Background: an optimization exercise with open tools, aiming at small area, a short achievable clock period and few clock cycles per item. Do not read the settings as production practice. At most, simulation tests tie the RTL to the original design; equivalence was not proved. No activity file was given, so power comes from the tool's default toggle rates.

Setup of P:
==> flow/design.v <==
`timescale 1ns / 1ps
module cordic(
    input clk,
    input rst,                 
    input start,               
    input signed [7:0] xin,
    input signed [7:0] yin,
    input signed [7:0] angle,
    output reg signed [7:0] sine,
    output reg done
);
    reg signed [7:0] x, y, z;
    reg [6:0] ph;
    wire idle = ph[0];
    wire ni = angle[7];
    wire nr = z[7];
    wire [7:0] xsr, ysr;
    reg [7:0] xsh, ysh, at;
    integer j, k;
    always @(*) begin
        for (j = 0; j < 8; j = j + 1) begin
            xsh[j] = 1'b0;
            ysh[j] = 1'b0;
            for (k = 1; k < 7; k = k + 1) begin
                xsh[j] = xsh[j] | (ph[k] & x[(j + k > 7) ? 7 : j + k]);
                ysh[j] = ysh[j] | (ph[k] & y[(j + k > 7) ? 7 : j + k]);
            end
        end
        at = ({8{idle}} & 8'd50) | ({8{ph[1]}} & 8'd29) | ({8{ph[2]}} & 8'd15)
           | ({8{ph[3]}} & 8'd8) | ({8{ph[4]}} & 8'd4) | ({8{ph[5]}} & 8'd2)
           | ({8{ph[6]}} & 8'd1);
    end
    wire [7:0] bx = idle ? (yin ^ {8{~ni}}) : (ysh ^ {8{~nr}});
    wire [7:0] by = idle ? (xin ^ {8{ni}}) : (xsh ^ {8{nr}});
    wire n = idle ? ni : nr;
    wire signed [7:0] xa = idle ? xin : x;
    wire signed [7:0] ya = idle ? yin : y;
    wire signed [7:0] za = idle ? angle : z;
    function [7:0] addsub;
        input [7:0] a, b;
        input n;
        reg [7:0] bb, g, p, gg, pp, gn, pn;
        integer i, s;
        begin
            bb = b ^ {8{n}};
            g = a & bb;
            p = a ^ bb;
            gg = g;
            pp = p;
            gg[0] = g[0] | (p[0] & n);
            for (s = 1; s < 8; s = s * 2) begin
                gn = gg;
                pn = pp;
                for (i = s; i < 8; i = i + 1) begin
                    gn[i] = gg[i] | (pp[i] & gg[i - s]);
                    pn[i] = pp[i] & pp[i - s];
                end
                gg = gn;
                pp = pn;
            end
            addsub = p ^ {gg[6:0], n};
        end
    endfunction
    function [7:0] addc;
        input [7:0] a, b;
        input c;
        reg [7:0] g, p, gg, pp, gn, pn;
        integer i, s;
        begin
            g = a & b;
            p = a ^ b;
            gg = g;
            pp = p;
            gg[0] = g[0] | (p[0] & c);
            for (s = 1; s < 8; s = s * 2) begin
                gn = gg;
                pn = pp;
                for (i = s; i < 8; i = i + 1) begin
                    gn[i] = gg[i] | (pp[i] & gg[i - s]);
                    pn[i] = pp[i] & pp[i - s];
                end
                gg = gn;
                pp = pn;
            end
            addc = p ^ {gg[6:0], c};
        end
    endfunction
    always @(posedge clk) begin
        x <= addc(xa, bx, ~n);
        y <= addc(ya, by, n);
        z <= addsub(za, at, ~n);
        done <= ph[6] & ~rst;
        if (rst)
            ph <= 7'b0000001;
        else if (idle)
            ph <= start ? 7'b0000010 : 7'b0000001;
        else
            ph <= {ph[5:0], ph[6]};
    end
    always @(*) sine = z[7] ? y - (x >>> 7) : y + (x >>> 7);
endmodule
Settings: LEC_CHECK=0, CAP_MARGIN=20, CORE_MARGIN=2, CORE_UTILIZATION=70, SETUP_SLACK_MARGIN=1.0, SLEW_MARGIN=20; clock period 4.0 ns.
standard.sh (not shown) runs the stock make flow with config.mk's settings and CLKGATE_MAP_FILE= SYNTH_SCRIPT=/design/flow/synth_recipe.tcl, a recipe that flattens the netlist after the stock synthesis.
==> flow/flow/run.sh <==
#!/bin/bash
# The standard layout, with the port buffers made from buf_2 cells instead of the
# slow delay buffers buffer_ports picks by default.
set -euo pipefail
export BUFFER_PORTS_ARGS="-buffer_cell sky130_fd_sc_hd__buf_2"

bash standard.sh > standard.log 2>&1
P: full flow OK, the timing, design-rule and antenna checks passed
The inputs of Q differ from those of P as listed below.
==> flow/design.v, changed modules only <==
module cordic(
    input clk,
    input rst,                 
    input start,               
    input signed [7:0] xin,
    input signed [7:0] yin,
    input signed [7:0] angle,
    output reg signed [7:0] sine,
    output reg done
);
    reg signed [7:0] x, y, z;
    reg [6:0] ph;
    wire idle = ph[0];
    reg [7:0] xs, ys, at;
    integer j, k;
    always @(*) begin
        for (j = 0; j < 8; j = j + 1) begin
            xs[j] = idle & xin[j];
            ys[j] = idle & yin[j];
            for (k = 1; k < 7; k = k + 1) begin
                xs[j] = xs[j] | (ph[k] & x[(j + k > 7) ? 7 : j + k]);
                ys[j] = ys[j] | (ph[k] & y[(j + k > 7) ? 7 : j + k]);
            end
        end
        at = ({8{idle}} & 8'd50) | ({8{ph[1]}} & 8'd29) | ({8{ph[2]}} & 8'd15)
           | ({8{ph[3]}} & 8'd8) | ({8{ph[4]}} & 8'd4) | ({8{ph[5]}} & 8'd2)
           | ({8{ph[6]}} & 8'd1);
    end
    wire signed [7:0] xa = idle ? xin : x;
    wire signed [7:0] ya = idle ? yin : y;
    wire signed [7:0] za = idle ? angle : z;
    wire neg = za[7];
    function [7:0] addsub;
        input [7:0] a, b;
        input n;
        reg [7:0] bb, g, p, gg, pp, gn, pn;
        integer i, s;
        begin
            bb = b ^ {8{n}};
            g = a & bb;
            p = a ^ bb;
            gg = g;
            pp = p;
            gg[0] = g[0] | (p[0] & n);
            for (s = 1; s < 8; s = s * 2) begin
                gn = gg;
                pn = pp;
                for (i = 0; i < 8; i = i + 1) begin
                    if ((i & s) != 0) begin
                        gn[i] = gg[i] | (pp[i] & gg[(i & ~(s - 1)) - 1]);
                        pn[i] = pp[i] & pp[(i & ~(s - 1)) - 1];
                    end
                end
                gg = gn;
                pp = pn;
            end
            addsub = p ^ {gg[6:0], n};
        end
    endfunction
    always @(posedge clk) begin
        x <= addsub(xa, ys, ~neg);
        y <= addsub(ya, xs, neg);
        z <= addsub(za, at, ~neg);
        done <= ph[6] & ~rst;
        if (rst)
            ph <= 7'b0000001;
        else if (idle)
            ph <= start ? 7'b0000010 : 7'b0000001;
        else
            ph <= {ph[5:0], ph[6]};
    end
    always @(*) sine = z[7] ? y - (x >>> 7) : y + (x >>> 7);
endmodule
==> comparison <==
Biggest fanout along the worst timing path came out higher on Q than on P.
| proportion of power drawn by the clock network | Q vs P | 2.6 points higher |
[compare] base=P new=Q: area growth from synthesis to layout went up by 4.0 points, core utilization went up by 1.9 points.
Transition time at the pin with the least slew margin in Q vs P: up 0.21 ns
Cell area | Q vs P | Q smaller
Setup WNS P -> Q: worse
Compared with P, synthesized cell count in Q decreased by more than 10%.
Sort P and Q by total power asc -> top: Q
P has higher sequential power than Q.
Testbench counts of Q, summed over its fixed seeds: cycles 28,000, items 4,000.
For P, only the layout was checked, not whether the RTL still works.

Another version of the RTL of cordic (not shown whole).
Size: roughly 32 flip-flops, roughly 36 I/O pins, about 0.0026 mm² of cells after synthesis.
==> module cordic, before the edit <==
module cordic(
    input clk,
    input rst,                 
    input start,               
    input signed [7:0] xin,
    input signed [7:0] yin,
    input signed [7:0] angle,
    output reg signed [7:0] sine,
    output reg done
);
    reg signed [7:0] x, y, z;
    reg [6:0] ph;
    wire idle = ph[0];
    reg [7:0] xs, ys, at;
    integer j, k;
    always @(*) begin
        for (j = 0; j < 8; j = j + 1) begin
            xs[j] = idle & xin[j];
            ys[j] = idle & yin[j];
            for (k = 1; k < 7; k = k + 1) begin
                xs[j] = xs[j] | (ph[k] & x[(j + k > 7) ? 7 : j + k]);
                ys[j] = ys[j] | (ph[k] & y[(j + k > 7) ? 7 : j + k]);
            end
        end
        at = ({8{idle}} & 8'd50) | ({8{ph[1]}} & 8'd29) | ({8{ph[2]}} & 8'd15)
           | ({8{ph[3]}} & 8'd8) | ({8{ph[4]}} & 8'd4) | ({8{ph[5]}} & 8'd2)
           | ({8{ph[6]}} & 8'd1);
    end
    wire signed [7:0] xa = idle ? xin : x;
    wire signed [7:0] ya = idle ? yin : y;
    wire signed [7:0] za = idle ? angle : z;
    wire neg = za[7];
    function [7:0] addsub;
        input [7:0] a, b;
        input n;
        reg [7:0] bb, g, p, gg, pp;
        begin
            bb = b ^ {8{n}};
            g = a & bb;
            p = a ^ bb;
            gg = g;
            pp = p;
            gg[0] = g[0] | (p[0] & n);
            {gg[1], pp[1]} = {gg[1] | (pp[1] & gg[0]), pp[1] & pp[0]};
            {gg[3], pp[3]} = {gg[3] | (pp[3] & gg[2]), pp[3] & pp[2]};
            {gg[5], pp[5]} = {gg[5] | (pp[5] & gg[4]), pp[5] & pp[4]};
            {gg[7], pp[7]} = {gg[7] | (pp[7] & gg[6]), pp[7] & pp[6]};
            {gg[3], pp[3]} = {gg[3] | (pp[3] & gg[1]), pp[3] & pp[1]};
            {gg[7], pp[7]} = {gg[7] | (pp[7] & gg[5]), pp[7] & pp[5]};
            {gg[5], pp[5]} = {gg[5] | (pp[5] & gg[3]), pp[5] & pp[3]};
            {gg[2], pp[2]} = {gg[2] | (pp[2] & gg[1]), pp[2] & pp[1]};
            {gg[4], pp[4]} = {gg[4] | (pp[4] & gg[3]), pp[4] & pp[3]};
            {gg[6], pp[6]} = {gg[6] | (pp[6] & gg[5]), pp[6] & pp[5]};
            addsub = p ^ {gg[6:0], n};
        end
    endfunction
    always @(posedge clk) begin
        x <= addsub(xa, ys, ~neg);
        y <= addsub(ya, xs, neg);
        z <= addsub(za, at, ~neg);
        done <= ph[6] & ~rst;
        if (rst)
            ph <= 7'b0000001;
        else if (idle)
            ph <= start ? 7'b0000010 : 7'b0000001;
        else
            ph <= {ph[5:0], ph[6]};
    end
    always @(*) sine = z[7] ? y - (x >>> 7) : y + (x >>> 7);
endmodule
==> flow/config.mk <==
export PLATFORM = sky130hd
export DESIGN_NAME = cordic
export DESIGN_NICKNAME = cordic
export VERILOG_FILES = /design/flow/design.v
export SDC_FILE = /design/flow/constraint.sdc
export NUM_CORES = 4
export LEC_CHECK = 0
export CAP_MARGIN = 20
export CORE_MARGIN = 2
export CORE_UTILIZATION = 70
export SETUP_SLACK_MARGIN = 1.0
export SLEW_MARGIN = 20
==> flow/constraint.sdc <==
create_clock -name core_clock -period 4.0 [get_ports {clk}]
set_input_delay 0.8000 -clock core_clock [delete_from_list [all_inputs] [get_ports {clk}]]
set_output_delay 0.8000 -clock core_clock [all_outputs]
set_load 0.01 [all_outputs]
Scripts as last shown in full above: flow/flow/run.sh
Then changed:
--- a/flow/design.v
+++ b/flow/design.v
@@ -35,5 +35,6 @@
         input [7:0] a, b;
         input n;
-        reg [7:0] bb, g, p, gg, pp;
+        reg [7:0] bb, g, p, gg, pp, gn, pn;
+        integer i, s;
         begin
             bb = b ^ {8{n}};
@@ -43,14 +44,16 @@
             pp = p;
             gg[0] = g[0] | (p[0] & n);
-            {gg[1], pp[1]} = {gg[1] | (pp[1] & gg[0]), pp[1] & pp[0]};
-            {gg[3], pp[3]} = {gg[3] | (pp[3] & gg[2]), pp[3] & pp[2]};
-            {gg[5], pp[5]} = {gg[5] | (pp[5] & gg[4]), pp[5] & pp[4]};
-            {gg[7], pp[7]} = {gg[7] | (pp[7] & gg[6]), pp[7] & pp[6]};
-            {gg[3], pp[3]} = {gg[3] | (pp[3] & gg[1]), pp[3] & pp[1]};
-            {gg[7], pp[7]} = {gg[7] | (pp[7] & gg[5]), pp[7] & pp[5]};
-            {gg[5], pp[5]} = {gg[5] | (pp[5] & gg[3]), pp[5] & pp[3]};
-            {gg[2], pp[2]} = {gg[2] | (pp[2] & gg[1]), pp[2] & pp[1]};
-            {gg[4], pp[4]} = {gg[4] | (pp[4] & gg[3]), pp[4] & pp[3]};
-            {gg[6], pp[6]} = {gg[6] | (pp[6] & gg[5]), pp[6] & pp[5]};
+            for (s = 1; s < 8; s = s * 2) begin
+                gn = gg;
+                pn = pp;
+                for (i = 0; i < 8; i = i + 1) begin
+                    if ((i & s) != 0) begin
+                        gn[i] = gg[i] | (pp[i] & gg[(i & ~(s - 1)) - 1]);
+                        pn[i] = pp[i] & pp[(i & ~(s - 1)) - 1];
+                    end
+                end
+                gg = gn;
+                pp = pn;
+            end
             addsub = p ^ {gg[6:0], n};
         end
@@ -68,4 +71,11 @@
             ph <= {ph[5:0], ph[6]};
     end
-    always @(*) sine = z[7] ? y - (x >>> 7) : y + (x >>> 7);
+    wire [7:0] t = y ~^ {8{z[7]}};
+    reg [7:0] run;             
+    integer m;
+    always @(*) begin
+        run[0] = 1'b1;
+        for (m = 1; m < 8; m = m + 1) run[m] = run[m - 1] & t[m - 1];
+        sine = y ^ ({8{x[7]}} & run);
+    end
 endmodule
Register-to-register slack gains 0.15 ns.
Hold slack stays flat.
Area after synthesis went down by 2.9%.
Total power goes down by 31%.
Global-route usage decreases by 0.99 points.
Sequential share of layout area goes up by 2.7 points.
Critical path depth goes down by 7.
Final area went down by 13%.
Setup slack gets better by 0.15 ns.
Wire length falls by 16%.
Clock power shrinks by 18%.
Final cell count decreases by 3.4%.
Combinational power went down by 47%.
First-iteration DRC count goes down by 48%.
Testbench counts after the change, summed over its fixed seeds: cycles 28,000, items 4,000.
For the first run of this note, only the layout was checked, not whether the RTL still works.

-- port drivers added, routing unchanged --
No port has a modelled driver above. Below, the same layouts with a new extraction and two added sets of constraints.
Step 1, drivers: a clkbuf_16 drives clk and a buf_2 each remaining input, both assumed.
Step 2 adds t to the input delays and takes it off the output delays; t is the mean of the earliest and latest rising clock arrival at the registers after step 1. Input paths then give back, and output paths get back, about the clock's delay inside the block.
a / b / c = ideal / step 1 / step 2; a / b = the first two.
run	shift t [ns]	setup slack, ns	hold slack, ns
P	0.310	1.127 / 1.096 / 0.883	0.565 / 0.565 / 0.565
Q	0.317	1.096 / 1.067 / 0.904	0.589 / 0.589 / 0.589
the first run of note 2	0.314	1.006 / 1.008 / 0.699	0.594 / 0.594 / 0.594
the second run of note 2	0.373	1.154 / 1.128 / 0.925	0.592 / 0.592 / 0.592
After both steps every run listed still meets setup and hold. For the first run of note 2, which loses most, drivers alone change the setup slack by +0.002 ns; drivers and shift together by -0.307 ns.
